Source: an optimization exercise on an open RTL-to-GDS flow (aim: small area and a short achievable clock period). Production flows keep margins and buffers that such runs may drop. At most, simulation tests tie the RTL to the original design; equivalence was not proved. Power is estimated from default activity; no workload was simulated.

build 88:
// PE
module PE(
    input wire CLK,
    input wire RESET,
    input wire EN,
    input wire SELECTOR,
    input wire W_EN,
    input wire signed [7:0] active_left,
    output reg signed [7:0] active_right,
    input wire signed [15:0] in_sum,
    output reg signed [15:0] out_sum,
    input wire signed [7:0] in_weight_above,
    output wire signed [7:0] out_weight_below
    );
    reg signed [7:0] weight_1;
    reg signed [7:0] weight_2;
    wire en_n = ~EN;
    wire sel_n = ~SELECTOR;
    wire ld1 = EN & W_EN & SELECTOR;
    wire ld2 = EN & W_EN & ~SELECTOR;
    wire ld1_n = ~ld1;
    wire ld2_n = ~ld2;
    wire [7:0] w_n, a_n, ar_d, w1_d, w2_d, wb;
    wire [15:0] s_in;
    genvar gi;
    generate for (gi = 0; gi < 8; gi = gi + 1) begin : byte_sel
        pe_mux2i u_wn (.s(SELECTOR), .a1(weight_2[gi]), .a0(weight_1[gi]), .y(w_n[gi]));
        pe_nand2 u_an (.a(active_left[gi]), .b(EN), .y(a_n[gi]));
        pe_ao22 u_ar (.a1(EN), .a2(active_left[gi]), .b1(en_n), .b2(active_right[gi]), .x(ar_d[gi]));
        pe_ao22 u_w1 (.a1(ld1), .a2(in_weight_above[gi]), .b1(ld1_n), .b2(weight_1[gi]), .x(w1_d[gi]));
        pe_ao22 u_w2 (.a1(ld2), .a2(in_weight_above[gi]), .b1(ld2_n), .b2(weight_2[gi]), .x(w2_d[gi]));
        pe_ao22 u_wb (.a1(SELECTOR), .a2(weight_1[gi]), .b1(sel_n), .b2(weight_2[gi]), .x(wb[gi]));
    end endgenerate
    generate for (gi = 0; gi < 16; gi = gi + 1) begin : sum_sel
        pe_ao22 u_si (.a1(EN), .a2(in_sum[gi]), .b1(en_n), .b2(out_sum[gi]), .x(s_in[gi]));
    end endgenerate
    wire pp_0_0;
    pe_nor2 u_x1 (.a(w_n[0]), .b(a_n[0]), .y(pp_0_0));
    wire pp_0_1;
  ...
Size: ~290 cells after synthesis, about 40 flip-flops, about 69 I/O pins, roughly 3400 um^2 of cells after synthesis.
clock: 5.5 ns
lec_check: 0
cap_margin: 20
core_margin: 2
core_utilization: 65
gpl_timing_driven: 0
setup_slack_margin: 0.7
slew_margin: 20
synth_hierarchical: 1
standard.sh (not shown) runs the stock make flow with config.mk's settings and CLKGATE_MAP_FILE= SYNTH_SCRIPT=/design/flow/synth_recipe.tcl, a recipe that flattens the netlist after the stock synthesis.
==> flow/flow/run.sh <==
#!/bin/bash
# Standard layout with two changes: the port buffers are the smallest buffer
# cell, and clock tree synthesis inserts no dummy loads.
set -euo pipefail
export BUFFER_PORTS_ARGS="-buffer_cell sky130_fd_sc_hd__buf_1"
export CTS_ARGS="-sink_clustering_enable -repair_clock_nets -dont_use_dummy_load"
bash standard.sh finish > flow_standard.log 2>&1
Build 88 | stages: all done | timing, DRC, antenna: all pass
[inputs] build 12 vs build 88
- putting CTS_CLUSTER_SIZE at 20 where nothing was set
- swapping 0.7 for 0.5 in SETUP_SLACK_MARGIN
- putting CTS_CLUSTER_DIAMETER at 100 where nothing was set
Results
Build 12 completed end to end with timing, DRC and antenna clean.
Sort build 12 and build 88 by global-route usage, descending, and build 88 comes first.
Compared with build 88, in build 12 via count fell 11; shortest clock period the worst path allows after layout rose 0.13 ns; total power fell about 2.5%; utilization after layout fell 1.2 points; sequential share of layout area rose 0.37 points.
On total non-filler cell area in the finished layout, build 88 loses to build 12.
When the final numbers for build 12 and build 88 were put side by side, the portion of the clock cycle consumed by the worst path in the final layout turned out to be greater in build 12.
What build 95 does differently from build 12 at the input level:
- PLACE_DENSITY: unset -> 0.8
- CTS_CLUSTER_SIZE: 20 -> unset
- CTS_CLUSTER_DIAMETER: 100 -> unset
- CORE_UTILIZATION: 65 -> 75
==> results.txt <==
Comparing build 12 with build 95, the clock network fraction of total power came out essentially unchanged.
Wire: build 95 routes more than build 12
The layout-stage area growth over the synthesis result reported for build 95 is smaller than that of build 12 by 1.1 points.
Taking build 12 as the reference, in build 95 worst voltage drop across the vdd grid saw an increase; placed instance count went down 18; worst slew slack as a fraction of its limit -1.8 points; non-clock buffer count has decreased.
In build 95 relative to build 12, routed length on met3 had gone up by more than half.
Build 95 vs build 12: sequential power up
Final cell count (build 95 over build 12): decrease, 19
Initial core utilization (lower): build 12
Modified inputs, build 1 compared to build 95
- clearing PLACE_DENSITY, which used to be 0.8
- swapping 75 for 65 in CORE_UTILIZATION
Results
Delta (build 1 minus build 95): met2 wirelength from detailed routing went down 720 um; global-route usage went down 6.0 points. Of build 1 and build 95, build 95 shows the lower achievable clock frequency, with build 1 above it. Cell area power density sits lower in build 1 than in build 95. Build 95 ended up with SELECTOR as its worst setup path startpoint; build 1 ended up with EN.
No functional check of the RTL was part of any run of this note.


== lane 4 ==
Another version of the RTL of PE (not shown whole).
Size: ~290 cells after synthesis, about 40 flip-flops, about 3400 um^2 of cells after synthesis.
Settings: LEC_CHECK=0, CAP_MARGIN=20, CORE_MARGIN=2, CORE_UTILIZATION=65, GPL_TIMING_DRIVEN=0, SETUP_SLACK_MARGIN=0.7, SLEW_MARGIN=20, SYNTH_HIERARCHICAL=1; clock period 5.5 ns.
Scripts as last shown in full above: flow/flow/run.sh
Lane 4: done, clean on timing, DRC and antenna
Relative to lane 4, the following input files were edited for lane 5:
-- flow/config.mk --
<<< lane 4, line 11
export GPL_TIMING_DRIVEN = 0
export SETUP_SLACK_MARGIN = 0.7
export SLEW_MARGIN = 20
>>> lane 5, line 11
export GPL_TIMING_DRIVEN = 0
export SETUP_SLACK_MARGIN = 0.5
export SLEW_MARGIN = 20
### Flow results
Going from lane 4 to lane 5, switching fraction of total power grows by 0.17 points. The higher post-layout utilization of the core came out of lane 4. Going from lane 4 to lane 5, the sequential share of cell area was found to have gone up by 0.87 points. met2 usage for lane 5: 0.38 points down relative to lane 4. Against lane 4, lane 5 reports a final wirelength that is lower. Higher number of nets in the finished design goes to lane 4 over lane 5.
No functional check of the RTL was part of any run of this note.


job 105:
The RTL this note starts from:
==> flow/design.v <==
module PE(
    input wire CLK,
    input wire RESET,
    input wire EN,
    input wire SELECTOR,
    input wire W_EN,
    input wire signed [7:0] active_left,
    output reg signed [7:0] active_right,
    input wire signed [15:0] in_sum,
    output reg signed [15:0] out_sum,
    input wire signed [7:0] in_weight_above,
    output wire signed [7:0] out_weight_below
    );
    reg signed [7:0] weight_1;
    reg signed [7:0] weight_2;
    wire sel2 = EN & SELECTOR;
    wire sel1 = EN & ~SELECTOR;
    wire [7:0] w_use = ({8{sel2}} & weight_2) | ({8{sel1}} & weight_1);
    wire [15:0] s_in = EN ? in_sum : out_sum;
    wire pp_0_0 = w_use[0] & active_left[0];
    wire pp_0_1 = w_use[0] & active_left[1];
    wire pp_0_2 = w_use[0] & active_left[2];
    wire pp_0_3 = w_use[0] & active_left[3];
    wire pp_0_4 = w_use[0] & active_left[4];
    wire pp_0_5 = w_use[0] & active_left[5];
    wire pp_0_6 = w_use[0] & active_left[6];
    wire pp_0_7 = ~(w_use[0] & active_left[7]);
    wire pp_1_0 = w_use[1] & active_left[0];
    wire pp_1_1 = w_use[1] & active_left[1];
    wire pp_1_2 = w_use[1] & active_left[2];
    wire pp_1_3 = w_use[1] & active_left[3];
    wire pp_1_4 = w_use[1] & active_left[4];
    wire pp_1_5 = w_use[1] & active_left[5];
    wire pp_1_6 = w_use[1] & active_left[6];
    wire pp_1_7 = ~(w_use[1] & active_left[7]);
    wire pp_2_0 = w_use[2] & active_left[0];
    wire pp_2_1 = w_use[2] & active_left[1];
    wire pp_2_2 = w_use[2] & active_left[2];
    wire pp_2_3 = w_use[2] & active_left[3];
    wire pp_2_4 = w_use[2] & active_left[4];
    wire pp_2_5 = w_use[2] & active_left[5];
    wire pp_2_6 = w_use[2] & active_left[6];
    wire pp_2_7 = ~(w_use[2] & active_left[7]);
    wire pp_3_0 = w_use[3] & active_left[0];
    wire pp_3_1 = w_use[3] & active_left[1];
    wire pp_3_2 = w_use[3] & active_left[2];
    wire pp_3_3 = w_use[3] & active_left[3];
    wire pp_3_4 = w_use[3] & active_left[4];
    wire pp_3_5 = w_use[3] & active_left[5];
    wire pp_3_6 = w_use[3] & active_left[6];
    wire pp_3_7 = ~(w_use[3] & active_left[7]);
    wire pp_4_0 = w_use[4] & active_left[0];
    wire pp_4_1 = w_use[4] & active_left[1];
    wire pp_4_2 = w_use[4] & active_left[2];
    wire pp_4_3 = w_use[4] & active_left[3];
    wire pp_4_4 = w_use[4] & active_left[4];
    wire pp_4_5 = w_use[4] & active_left[5];
    wire pp_4_6 = w_use[4] & active_left[6];
    wire pp_4_7 = ~(w_use[4] & active_left[7]);
    wire pp_5_0 = w_use[5] & active_left[0];
    wire pp_5_1 = w_use[5] & active_left[1];
    wire pp_5_2 = w_use[5] & active_left[2];
    wire pp_5_3 = w_use[5] & active_left[3];
    wire pp_5_4 = w_use[5] & active_left[4];
    wire pp_5_5 = w_use[5] & active_left[5];
    wire pp_5_6 = w_use[5] & active_left[6];
    wire pp_5_7 = ~(w_use[5] & active_left[7]);
    wire pp_6_0 = w_use[6] & active_left[0];
    wire pp_6_1 = w_use[6] & active_left[1];
    wire pp_6_2 = w_use[6] & active_left[2];
    wire pp_6_3 = w_use[6] & active_left[3];
    wire pp_6_4 = w_use[6] & active_left[4];
    wire pp_6_5 = w_use[6] & active_left[5];
    wire pp_6_6 = w_use[6] & active_left[6];
    wire pp_6_7 = ~(w_use[6] & active_left[7]);
    wire pp_7_0 = ~(w_use[7] & active_left[0]);
    wire pp_7_1 = ~(w_use[7] & active_left[1]);
    wire pp_7_2 = ~(w_use[7] & active_left[2]);
    wire pp_7_3 = ~(w_use[7] & active_left[3]);
    wire pp_7_4 = ~(w_use[7] & active_left[4]);
    wire pp_7_5 = ~(w_use[7] & active_left[5]);
    wire pp_7_6 = ~(w_use[7] & active_left[6]);
    wire pp_7_7 = w_use[7] & active_left[7];
    wire s1, c2;
    assign {c2, s1} = pp_0_1 + pp_1_0 + s_in[1];
    wire s3, c4;
    assign {c4, s3} = pp_0_2 + pp_1_1 + pp_2_0;
    wire s5, c6;
    assign {c6, s5} = s_in[2] + c2 + s3;
    wire s7, c8;
    assign {c8, s7} = pp_0_3 + pp_1_2 + pp_2_1;
    wire s9, c10;
    assign {c10, s9} = pp_3_0 + s_in[3] + c4;
    wire s11, c12;
    assign {c12, s11} = s7 + c6 + s9;
    wire s13, c14;
    assign {c14, s13} = pp_0_4 + pp_1_3 + pp_2_2;
    wire s15, c16;
    assign {c16, s15} = pp_3_1 + pp_4_0 + s_in[4];
    wire s17, c18;
    assign {c18, s17} = c8 + s13 + s15;
    wire s19, c20;
    assign {c20, s19} = c10 + s17 + c12;
    wire s21, c22;
    assign {c22, s21} = pp_0_5 + pp_1_4 + pp_2_3;
    wire s23, c24;
    assign {c24, s23} = pp_3_2 + pp_4_1 + pp_5_0;
    wire s25, c26;
    assign {c26, s25} = s_in[5] + c14 + c16;
    wire s27, c28;
    assign {c28, s27} = s21 + s23 + c18;
    wire s29, c30;
    assign {c30, s29} = s25 + s27 + c20;
    wire s31, c32;
    assign {c32, s31} = pp_0_6 + pp_1_5 + pp_2_4;
    wire s33, c34;
    assign {c34, s33} = pp_3_3 + pp_4_2 + pp_5_1;
    wire s35, c36;
    assign {c36, s35} = pp_6_0 + s_in[6] + c22;
    wire s37, c38;
    assign {c38, s37} = c24 + s31 + s33;
    wire s39, c40;
    assign {c40, s39} = c26 + s35 + s37;
    wire s41, c42;
    assign {c42, s41} = c28 + s39 + c30;
    wire s43, c44;
    assign {c44, s43} = pp_0_7 + pp_1_6 + pp_2_5;
    wire s45, c46;
    assign {c46, s45} = pp_3_4 + pp_4_3 + pp_5_2;
    wire s47, c48;
    assign {c48, s47} = pp_6_1 + pp_7_0 + s_in[7];
    wire s49, c50;
    assign {c50, s49} = c32 + c34 + s43;
    wire s51, c52;
    assign {c52, s51} = s45 + s47 + c36;
    wire s53, c54;
    assign {c54, s53} = c38 + s49 + s51;
    wire s55, c56;
    assign {c56, s55} = c40 + s53 + c42;
    wire s57, c58;
    assign {c58, s57} = pp_1_7 + pp_2_6 + pp_3_5;
    wire s59, c60;
    assign {c60, s59} = pp_4_4 + pp_5_3 + pp_6_2;
    wire s61, c62;
    assign {c62, s61} = pp_7_1 + s_in[8] + 1'b1;
    wire s63, c64;
    assign {c64, s63} = c44 + c46 + c48;
    wire s65, c66;
    assign {c66, s65} = s57 + s59 + s61;
    wire s67, c68;
    assign {c68, s67} = c50 + s63 + s65;
    wire s69, c70;
    assign {c70, s69} = c52 + s67 + c54;
    wire s71, c72;
    assign {c72, s71} = pp_2_7 + pp_3_6 + pp_4_5;
    wire s73, c74;
    assign {c74, s73} = pp_5_4 + pp_6_3 + pp_7_2;
    wire s75, c76;
    assign {c76, s75} = s_in[9] + c58 + c60;
    wire s77, c78;
    assign {c78, s77} = c62 + s71 + s73;
    wire s79, c80;
    assign {c80, s79} = c64 + c66 + s75;
    wire s81, c82;
    assign {c82, s81} = s77 + c68 + s79;
    wire s83, c84;
    assign {c84, s83} = pp_3_7 + pp_4_6 + pp_5_5;
    wire s85, c86;
    assign {c86, s85} = pp_6_4 + pp_7_3 + s_in[10];
    wire s87, c88;
    assign {c88, s87} = c72 + c74 + s83;
    wire s89, c90;
    assign {c90, s89} = s85 + c76 + c78;
    wire s91, c92;
    assign {c92, s91} = s87 + c80 + s89;
    wire s93, c94;
    assign {c94, s93} = pp_4_7 + pp_5_6 + pp_6_5;
    wire s95, c96;
    assign {c96, s95} = pp_7_4 + s_in[11] + c84;
    wire s97, c98;
    assign {c98, s97} = c86 + s93 + c88;
    wire s99, c100;
    assign {c100, s99} = s95 + c90 + s97;
    wire s101, c102;
    assign {c102, s101} = pp_5_7 + pp_6_6 + pp_7_5;
    wire s103, c104;
    assign {c104, s103} = s_in[12] + c94 + s101;
    wire s105, c106;
    assign {c106, s105} = c96 + s103 + c98;
    wire s107, c108;
    assign {c108, s107} = pp_6_7 + pp_7_6 + s_in[13];
    wire s109, c110;
    assign {c110, s109} = c102 + s107 + c104;
    wire s111, c112;
    assign {c112, s111} = pp_7_7 + s_in[14] + c108;
    wire [15:0] rx = {s_in[15], c110, c106, c100, c92, c82, c70, c56, s55, s41, s29, s19, s11, s5, s1, pp_0_0};
    wire [15:0] ry = {c112, s111, s109, s105, s99, s91, s81, s69, 1'b0, 1'b0, 1'b0, 1'b0, 1'b0, 1'b0, 1'b0, s_in[0]};
    wire [15:0] rs = rx + ry;
    wire [15:0] sum = rs ^ 16'h8000;
    always @(negedge RESET or posedge CLK) begin
        if (~RESET) begin
            out_sum <= 0;
            active_right <= 0;
            weight_1 <= 0;
            weight_2 <= 0;
        end else begin
            out_sum <= sum;
            if (EN) active_right <= active_left;
            if (EN & W_EN &  SELECTOR) weight_1 <= in_weight_above;
            if (EN & W_EN & ~SELECTOR) weight_2 <= in_weight_above;
        end
    end
    assign out_weight_below = SELECTOR ? weight_1 : weight_2;
endmodule
Settings: LEC_CHECK=0, CAP_MARGIN=20, CORE_MARGIN=2, CORE_UTILIZATION=40, GPL_TIMING_DRIVEN=0, SETUP_SLACK_MARGIN=0, SLEW_MARGIN=20; clock period 5.5 ns.
==> flow/flow/run.sh <==
#!/bin/bash
# Standard layout, but the port buffers are the smallest buffer cell.
set -euo pipefail
export BUFFER_PORTS_ARGS="-buffer_cell sky130_fd_sc_hd__buf_1"
bash standard.sh finish > flow_standard.log 2>&1
diff inputs: job 105 => job 104
==> flow/run.sh (new file) <==
#!/bin/bash
# synth_recipe.tcl (not shown) runs the flow's synth.tcl, then flattens the netlist and writes it again
# the make line also repeats each setting of config.mk as NAME=value (left out here)
make -C /OpenROAD-flow-scripts/flow DESIGN_CONFIG=/design/flow/config.mk WORK_HOME=/design/flow/orfs CLKGATE_MAP_FILE= SYNTH_SCRIPT=/design/flow/synth_recipe.tcl finish
removed: flow/flow/run.sh
removed: flow/standard.sh
[summary]
Job 104 was carried through to the last stage, and its layout satisfied the timing, design-rule and antenna checks.
Per the comparison of job 104 with job 105, worst path required time about even; post-route cell area rose about 6.6%; arrival time reported for the critical path endpoint went down 0.02 ns.

separate check: timing with driven ports:
Ports are ideal in the flow. The routed layouts listed here were re-timed in OpenROAD. Step 1, drivers: a clkbuf_16 drives CLK and a buf_2 each remaining input, both assumed. Step 2, shift: input delay + t, output delay - t, t = (earliest + latest rising clock arrival at the registers) / 2. This alone moves slack from input paths to output paths. Three values: ideal, step 1, step 2; two values: the first two.
run | shift t [ns] | setup WS [ns] | hold WS [ns] | clock arrival spread, ns
build 88 | 0.314 | 0.861 / 0.822 / 0.508 | 0.499 / 0.499 / 0.499 | 0.020 / 0.020
build 12 | 0.316 | 0.734 / 0.709 / 0.393 | 0.497 / 0.497 / 0.497 | 0.019 / 0.018
build 95 | 0.318 | 0.615 / 0.603 / 0.285 | 0.504 / 0.504 / 0.504 | 0.017 / 0.017
build 1 | 0.316 | 0.734 / 0.709 / 0.393 | 0.497 / 0.497 / 0.497 | 0.019 / 0.018
lane 4 | 0.312 | 0.880 / 0.881 / 0.568 | 0.497 / 0.497 / 0.497 | 0.017 / 0.017
lane 5 | 0.317 | 0.665 / 0.661 / 0.344 | 0.499 / 0.499 / 0.499 | 0.018 / 0.018
job 105 | 0.328 | 0.076 / 0.056 / -0.271 | 0.508 / 0.508 / 0.508 | 0.007 / 0.007
job 104 | 0.329 | 0.078 / 0.070 / -0.258 | 0.514 / 0.514 / 0.514 | 0.015 / 0.015
Met with ideal ports but missed after step 2: setup timing in job 105 and job 104. The setup slack of build 88, which loses most, moves by -0.039 ns with the drivers and by -0.353 ns with both steps.
